From an optimization exercise on the open Yosys and OpenROAD flow, aimed at small area and a short achievable clock period; shortcuts taken in it are not production practice. The RTL was checked by simulation tests, not by an equivalence proof against the original design. Power and IR drop assume default switching activity.

==> flow/design.v <==
module RISCV_pipeline ( input rst, input clk,
    output [5:0] mem_addr, output mem_we, output [31:0] mem_wdata, input [31:0] mem_rdata );
reg  [31:0] pc;
reg  [5:0]  addr_q;
reg  [31:0] d_pc, d_inst;                  
reg         x_br, x_mr, x_mw, x_regwr, x_jal, x_jalr;    
reg  [1:0]  x_mtoreg;
reg         x_op10;
reg         x_a_pc, x_a_m, x_a_w, x_a_r;        
reg         x_b_i, x_b_w, x_b_m, x_b_r;         
reg  [31:0] x_pc, x_r1, x_r2;
reg  [10:0] x_imm_lo;                      
reg         x_imm_s;                       
reg         x_imm_hi;                      
reg  [2:0]  x_f3;
reg         x_in30;
reg  [4:0]  x_shamt, x_rd;
reg         m_br, m_mr, m_mw, m_regwr, m_jal, m_jalr;    
reg  [1:0]  m_mtoreg;
reg  [2:0]  m_f3;
reg  [31:0] m_alu, m_r2;
reg  [4:0]  m_rd;
reg         w_regwr, w_00;                 
reg  [4:0]  w_rd;
reg  [31:0] w_val;
reg         rst_q;
wire flush    = m_jal | m_jalr | m_br;
wire bubble_f = m_mr | flush;
wire ecall    = ~bubble_f & ~mem_rdata[20] & (mem_rdata[6:0] == 7'b1110011);
wire stall;
wire pc_en    = ~stall & ~m_mr & ~ecall;
wire [31:0] sum;
wire [31:0] pc_seq = pc + 32'd4;
wire [31:0] pc_tgt = m_jal  ? sum :
                     m_jalr ? {sum[31:1], 1'b0} :
                     m_br   ? m_alu : pc_seq;
wire [31:0] pc_nx  = pc_en ? pc_tgt : pc;
always @(posedge clk or posedge rst)
  if (rst) pc <= 32'd0; else pc <= pc_nx;
always @(posedge clk or posedge rst)
  if (rst) d_inst <= 32'd0;
  else if (!stall) d_inst <= bubble_f ? 32'h00000033 : mem_rdata;
always @(posedge clk)
  if (!stall) d_pc <= pc;
wire [31:0] wb = w_00 ? pc_seq : w_val;
wire [31:0] pc4_nx = pc_en ? {pc[31:2] + 30'd2, pc[1:0]} : pc_seq;
wire [4:0] op  = d_inst[6:2];
wire [4:0] rs1 = d_inst[19:15];
wire [4:0] rs2 = d_inst[24:20];
wire [4:0] rd  = d_inst[11:7];
reg c_br, c_mr, c_mw, c_alusrc, c_regwr, c_jal, c_jalr, c_op10;
reg [1:0] c_mtoreg;
always @* begin
  {c_br, c_mr, c_mw, c_alusrc, c_regwr, c_jal, c_jalr, c_op10} = 8'd0;
  c_mtoreg = 2'b00;
  case (op)
    5'b01100: begin c_mtoreg = 2'b01; c_op10 = 1; c_regwr = 1; end                  
    5'b00000: begin c_mr = 1; c_mtoreg = 2'b10; c_alusrc = 1; c_regwr = 1; end      
    5'b01000: begin c_mw = 1; c_alusrc = 1; end                                     
    5'b11000: begin c_br = 1; end                                                   
    5'b11011: begin c_mtoreg = 2'b01; c_alusrc = 1; c_regwr = 1; c_jal = 1; end     
    5'b11001: begin c_alusrc = 1; c_regwr = 1; c_jalr = 1; end                      
    5'b00101: begin c_mtoreg = 2'b11; c_op10 = 1; c_alusrc = 1; c_regwr = 1; end    
    5'b01101: begin c_mtoreg = 2'b11; c_alusrc = 1; c_regwr = 1; end                
    5'b00100: begin c_mtoreg = 2'b01; c_op10 = 1; c_alusrc = 1; c_regwr = 1; end    
    default: ;
  endcase
end
assign stall = x_mr & (x_rd != 5'd0) & ((rs1 == x_rd) | (rs2 == x_rd));
wire kill = stall | flush;
wire        w_we = w_regwr & (w_rd != 5'd0);
wire [31:0] w_d  = rst_q ? 32'd0 : wb;
reg  [31:0] rf [1:31];
genvar g;
generate
  for (g = 1; g < 32; g = g + 1) begin : regs
    wire we_g = rst_q | (w_we & (w_rd == g));
    always @(posedge clk)
      if (we_g) rf[g] <= w_d;
  end
endgenerate
always @(posedge clk) rst_q <= rst;
wire byp1 = w_we & (w_rd == rs1);
wire byp2 = w_we & (w_rd == rs2);
reg [31:0] r1, r2;
integer k;
always @* begin
  r1 = {32{byp1}} & wb;
  r2 = {32{byp2}} & wb;
  for (k = 1; k < 32; k = k + 1) begin
    r1 = r1 | ({32{~byp1 & (rs1 == k)}} & rf[k]);
    r2 = r2 | ({32{~byp2 & (rs2 == k)}} & rf[k]);
  end
end
wire n_jal    = x_jal & ~flush;              
wire n_jalr   = x_jalr & ~flush;             
wire n_br     = c_br & ~kill;                
wire fa_m = x_regwr & ~flush & (x_rd != 5'd0) & (x_rd == rs1);
wire fa_w = m_regwr & (m_rd != 5'd0) & (m_rd == rs1);
wire fb_m = x_regwr & ~flush & (x_rd != 5'd0) & (x_rd == rs2);
wire fb_w = m_regwr & (m_rd != 5'd0) & (m_rd == rs2);
wire na_pc = ~n_jalr & (n_jal | n_br);
wire na_m  = ~n_jalr & ~na_pc & fa_m;
wire na_w  = ~n_jalr & ~na_pc & ~fa_m & fa_w;
wire nb_i  = ((c_alusrc | c_br) & ~kill) | n_jal | n_jalr;
wire nb_w  = ~nb_i & fb_m;                   
wire nb_m  = ~nb_i & ~fb_m & fb_w;
always @(posedge clk or posedge rst)
  if (rst) begin
    {x_br, x_mr, x_mw, x_regwr, x_jal, x_jalr, x_op10} <= 7'd0;
    x_mtoreg <= 2'b00;
    {x_a_pc, x_a_m, x_a_w, x_a_r} <= 4'd0;
    {x_b_i, x_b_w, x_b_m, x_b_r} <= 4'd0;
  end else begin
    if (kill) begin
      {x_br, x_mr, x_mw, x_regwr, x_jal, x_jalr, x_op10} <= 7'd0;
      x_mtoreg <= 2'b00;
    end else begin
      {x_br, x_mr, x_mw, x_regwr, x_jal, x_jalr, x_op10} <=
        {c_br, c_mr, c_mw, c_regwr, c_jal, c_jalr, c_op10};
      x_mtoreg <= c_mtoreg;
    end
    x_a_pc <= na_pc;
    x_a_m  <= na_m;
    x_a_w  <= na_w;
    x_a_r  <= ~na_pc & ~na_m & ~na_w;
    x_b_i  <= nb_i;
    x_b_w  <= nb_w;
    x_b_m  <= nb_m;
    x_b_r  <= ~nb_i & ~nb_w & ~nb_m;
  end
always @(posedge clk) begin
  x_pc     <= d_pc;
  x_r1     <= r1;
  x_r2     <= r2;
  x_imm_lo <= ~d_inst[5] ? d_inst[30:20] :                            
              d_inst[6] ? {d_inst[7], d_inst[30:25], d_inst[11:8]} :    
                          {d_inst[30:25], d_inst[11:7]};                
  x_imm_s  <= d_inst[31];
  x_imm_hi <= d_inst[5] & d_inst[31];
  x_f3     <= d_inst[14:12];
  x_in30   <= d_inst[30];
  x_shamt  <= rs2;
  x_rd     <= rd;
end
wire [31:0] imm = {{19{x_imm_hi}}, x_imm_s, x_imm_s, x_imm_lo};
wire [31:0] A = ({32{x_a_pc}} & x_pc) | ({32{x_a_m}} & m_alu) |
                ({32{x_a_w}}  & w_val) | ({32{x_a_r}} & x_r1);
wire [31:0] B = ({32{x_b_i}}  & imm)   | ({32{x_b_w}} & w_val) |
                ({32{x_b_m}}  & m_alu) | ({32{x_b_r}} & x_r2);
assign sum = A + B;
wire [32:0] dif  = {1'b0, A} - {1'b0, B};
wire        sltu = dif[32];
wire        slt  = (A[31] ^ B[31]) ? A[31] : sltu;
wire        s_f001 = (x_f3 == 3'b001);
wire        left   = s_f001 & ~x_in30;
reg  [31:0] a_rev, sh_rev;
integer j;
always @* for (j = 0; j < 32; j = j + 1) a_rev[j] = A[31 - j];
wire [31:0] sh_in = left ? a_rev : A;
wire [31:0] sh    = sh_in >> x_shamt;
always @* for (j = 0; j < 32; j = j + 1) sh_rev[j] = sh[31 - j];
wire o_sum  = ~x_op10 | (x_f3 == 3'b000);
wire o_and  = x_op10 & ((x_f3 == 3'b111) | (s_f001 & x_in30));
wire o_or   = x_op10 & (x_f3 == 3'b110);
wire o_xor  = x_op10 & (x_f3 == 3'b100);
wire o_sll  = x_op10 & left;
wire o_srl  = x_op10 & (x_f3 == 3'b101);
wire o_slt  = x_op10 & (x_f3 == 3'b010);
wire o_sltu = x_op10 & (x_f3 == 3'b011);
wire [31:0] res = ({32{o_sum}} & sum)    | ({32{o_and}} & (A & B)) |
                  ({32{o_or}}  & (A | B)) | ({32{o_xor}} & (A ^ B)) |
                  ({32{o_sll}} & sh_rev) | ({32{o_srl}} & sh) |
                  {31'd0, (o_slt & slt) | (o_sltu & sltu)};
always @(posedge clk or posedge rst)
  if (rst) begin
    {m_br, m_mr, m_mw, m_regwr, m_jal, m_jalr} <= 6'd0;
    m_mtoreg <= 2'b00;
  end else begin
    if (flush) begin
      {m_br, m_mr, m_mw, m_regwr, m_jal, m_jalr} <= 6'd0;
      m_mtoreg <= 2'b00;
    end else begin
      {m_br, m_mr, m_mw, m_regwr, m_jal, m_jalr} <= {x_br, x_mr, x_mw, x_regwr, x_jal, x_jalr};
      m_mtoreg <= x_mtoreg;
    end
  end
always @(posedge clk)
  addr_q <= rst ? 6'd0 : (x_mr & ~flush) ? sum[5:0] : pc_nx[7:2];
always @(posedge clk) begin
  m_f3  <= x_f3;
  m_alu <= res;
  m_r2  <= x_r2;
  m_rd  <= x_rd;
end
reg [31:0] ld;
always @* begin
  case (m_f3)
    3'b000: ld = {{24{mem_rdata[7]}}, mem_rdata[7:0]};
    3'b001: ld = {{16{mem_rdata[15]}}, mem_rdata[15:0]};
    3'b100: ld = {24'd0, mem_rdata[7:0]};
    3'b101: ld = {16'd0, mem_rdata[15:0]};
    default: ld = mem_rdata;
  endcase
end
always @(posedge clk or posedge rst)
  if (rst) begin
    w_regwr <= 1'b0;
    w_00    <= 1'b1;
  end else begin
    w_regwr <= m_regwr;
    w_00    <= (m_mtoreg == 2'b00);
  end
always @(posedge clk) begin
  w_rd  <= m_rd;
  w_val <= m_mtoreg[1] ? (m_mtoreg[0] ? 32'd0 : ld) : (m_mtoreg[0] ? m_alu : pc4_nx);
end
assign mem_addr  = addr_q;
assign mem_we    = m_mw;
assign mem_wdata = m_r2;
endmodule
clock: 16.0 ns
lec_check: 0
cap_margin: 20
core_margin: 2
core_utilization: 55
cts_cluster_diameter: 70
cts_cluster_size: 30
slew_margin: 20
standard.sh (not shown) runs the stock make flow with config.mk's settings and CLKGATE_MAP_FILE= SYNTH_SCRIPT=/design/flow/synth_recipe.tcl, a recipe that flattens the netlist after the stock synthesis.
==> flow/flow/run.sh <==
#!/bin/bash
# The standard layout (standard.sh), with three changes to how it is made:
#  - the port buffers are buf_4 (buffer_ports otherwise picks a slow delay cell);
#  - timing repair may change a cell's footprint when it upsizes;
#  - timing repair aims for more setup slack than the clock period needs.
# The design, its synthesis, the clock and the constraints are the standard flow's own.
# make's full output goes to standard.log in this folder.
set -euo pipefail
bash standard.sh \
  MATCH_CELL_FOOTPRINT=0 \
  SETUP_SLACK_MARGIN=11.5 \
  "BUFFER_PORTS_ARGS=-buffer_cell sky130_fd_sc_hd__buf_4" \
  finish > standard.log 2>&1
Change:
--- a/flow/design.v
+++ b/flow/design.v
@@ -3,14 +3,14 @@
 reg  [31:0] pc;
 reg  [5:0]  addr_q;
 reg  [31:0] d_pc, d_inst;                  
 reg         x_br, x_mr, x_mw, x_regwr, x_jal, x_jalr;    
 reg  [1:0]  x_mtoreg;
 reg         x_op10;
-reg         x_a_pc, x_a_m, x_a_w, x_a_r;        
-reg         x_b_i, x_b_w, x_b_m, x_b_r;         
+reg         x_a_pc, x_a_m, x_a_wv, x_a_wp, x_a_r;        
+reg         x_b_i, x_b_wv, x_b_wp, x_b_m, x_b_r;         
 reg  [31:0] x_pc, x_r1, x_r2;
 reg  [10:0] x_imm_lo;                      
 reg         x_imm_s;                       
 reg         x_imm_hi;                      
 reg  [2:0]  x_f3;
 reg         x_in30;
@@ -40,13 +40,15 @@
 always @(posedge clk or posedge rst)
   if (rst) d_inst <= 32'd0;
   else if (!stall) d_inst <= bubble_f ? 32'h00000033 : mem_rdata;
 always @(posedge clk)
   if (!stall) d_pc <= pc;
 wire [31:0] wb = w_00 ? pc_seq : w_val;
-wire [31:0] pc4_nx = pc_en ? {pc[31:2] + 30'd2, pc[1:0]} : pc_seq;
+reg  [31:2] s_q;
+always @(posedge clk) s_q <= pc_en ? pc[31:2] + 30'd2 : pc_seq[31:2];
+wire [31:0] pc4_f = {s_q, pc[1:0]};
 wire [4:0] op  = d_inst[6:2];
 wire [4:0] rs1 = d_inst[19:15];
 wire [4:0] rs2 = d_inst[24:20];
 wire [4:0] rd  = d_inst[11:7];
 reg c_br, c_mr, c_mw, c_alusrc, c_regwr, c_jal, c_jalr, c_op10;
 reg [1:0] c_mtoreg;
@@ -92,12 +94,13 @@
     r2 = r2 | ({32{~byp2 & (rs2 == k)}} & rf[k]);
   end
 end
 wire n_jal    = x_jal & ~flush;              
 wire n_jalr   = x_jalr & ~flush;             
 wire n_br     = c_br & ~kill;                
+wire n_00     = (m_mtoreg == 2'b00);         
 wire fa_m = x_regwr & ~flush & (x_rd != 5'd0) & (x_rd == rs1);
 wire fa_w = m_regwr & (m_rd != 5'd0) & (m_rd == rs1);
 wire fb_m = x_regwr & ~flush & (x_rd != 5'd0) & (x_rd == rs2);
 wire fb_w = m_regwr & (m_rd != 5'd0) & (m_rd == rs2);
 wire na_pc = ~n_jalr & (n_jal | n_br);
 wire na_m  = ~n_jalr & ~na_pc & fa_m;
@@ -106,29 +109,31 @@
 wire nb_w  = ~nb_i & fb_m;                   
 wire nb_m  = ~nb_i & ~fb_m & fb_w;
 always @(posedge clk or posedge rst)
   if (rst) begin
     {x_br, x_mr, x_mw, x_regwr, x_jal, x_jalr, x_op10} <= 7'd0;
     x_mtoreg <= 2'b00;
-    {x_a_pc, x_a_m, x_a_w, x_a_r} <= 4'd0;
-    {x_b_i, x_b_w, x_b_m, x_b_r} <= 4'd0;
+    {x_a_pc, x_a_m, x_a_wv, x_a_wp, x_a_r} <= 5'd0;
+    {x_b_i, x_b_wv, x_b_wp, x_b_m, x_b_r} <= 5'd0;
   end else begin
     if (kill) begin
       {x_br, x_mr, x_mw, x_regwr, x_jal, x_jalr, x_op10} <= 7'd0;
       x_mtoreg <= 2'b00;
     end else begin
       {x_br, x_mr, x_mw, x_regwr, x_jal, x_jalr, x_op10} <=
         {c_br, c_mr, c_mw, c_regwr, c_jal, c_jalr, c_op10};
       x_mtoreg <= c_mtoreg;
     end
     x_a_pc <= na_pc;
     x_a_m  <= na_m;
-    x_a_w  <= na_w;
+    x_a_wv <= na_w & ~n_00;
+    x_a_wp <= na_w & n_00;
     x_a_r  <= ~na_pc & ~na_m & ~na_w;
     x_b_i  <= nb_i;
-    x_b_w  <= nb_w;
+    x_b_wv <= nb_w & ~n_00;
+    x_b_wp <= nb_w & n_00;
     x_b_m  <= nb_m;
     x_b_r  <= ~nb_i & ~nb_w & ~nb_m;
   end
 always @(posedge clk) begin
   x_pc     <= d_pc;
   x_r1     <= r1;
@@ -141,16 +146,18 @@
   x_f3     <= d_inst[14:12];
   x_in30   <= d_inst[30];
   x_shamt  <= rs2;
   x_rd     <= rd;
 end
 wire [31:0] imm = {{19{x_imm_hi}}, x_imm_s, x_imm_s, x_imm_lo};
-wire [31:0] A = ({32{x_a_pc}} & x_pc) | ({32{x_a_m}} & m_alu) |
-                ({32{x_a_w}}  & w_val) | ({32{x_a_r}} & x_r1);
-wire [31:0] B = ({32{x_b_i}}  & imm)   | ({32{x_b_w}} & w_val) |
-                ({32{x_b_m}}  & m_alu) | ({32{x_b_r}} & x_r2);
+wire [31:0] A = ({32{x_a_pc}} & x_pc)  | ({32{x_a_m}}  & m_alu) |
+                ({32{x_a_wv}} & w_val) | ({32{x_a_wp}} & pc4_f) |
+                ({32{x_a_r}}  & x_r1);
+wire [31:0] B = ({32{x_b_i}}  & imm)   | ({32{x_b_wv}} & w_val) |
+                ({32{x_b_wp}} & pc4_f) | ({32{x_b_m}} & m_alu) |
+                ({32{x_b_r}}  & x_r2);
 assign sum = A + B;
 wire [32:0] dif  = {1'b0, A} - {1'b0, B};
 wire        sltu = dif[32];
 wire        slt  = (A[31] ^ B[31]) ? A[31] : sltu;
 wire        s_f001 = (x_f3 == 3'b001);
 wire        left   = s_f001 & ~x_in30;
@@ -210,12 +217,12 @@
   end else begin
     w_regwr <= m_regwr;
     w_00    <= (m_mtoreg == 2'b00);
   end
 always @(posedge clk) begin
   w_rd  <= m_rd;
-  w_val <= m_mtoreg[1] ? (m_mtoreg[0] ? 32'd0 : ld) : (m_mtoreg[0] ? m_alu : pc4_nx);
+  w_val <= m_mtoreg[1] ? (m_mtoreg[0] ? 32'd0 : ld) : m_alu;
 end
 assign mem_addr  = addr_q;
 assign mem_we    = m_mw;
 assign mem_wdata = m_r2;
 endmodule
Effect: Fmax grows by 3.8%. Clock skew grows by 0.0081 ns. Area after synthesis grows by 0.64%. Via count grows by 0.92%. Die area grows by 0.63%. Design area grows by 1.6%. Power grows by 0.37%. Sequential power grows by about 0.7%.

-- separate check: timing with driven ports --
In the flow no input, the clock included, has a driving cell. The finished layouts below were timed again as built, in two steps. Step 1, drivers: a clkbuf_16 drives clk and a buf_2 each remaining input, both assumed. Step 2, shift: input delay + t, output delay - t, t = (earliest + latest rising clock arrival at the registers) / 2. This alone moves slack from input paths to output paths. Slacks: no drivers / after step 1 / after step 2; pairs: no drivers / after step 1.
run | t (ns) | setup WS [ns] | worst setup path at the end | worst slew at a driven data input, ns | pins driven straight from the clock port
the first run | 0.811 | 11.250 / 11.250 / 10.850 | input to register | 0.04 | 1
the second run | 0.794 | 11.425 / 11.425 / 10.830 | input to register | 0.04 | 1
After both steps setup and hold are still met in every run listed. The setup slack of the second run, which loses most, moves by 0.000 ns with the drivers and by -0.595 ns with both steps.
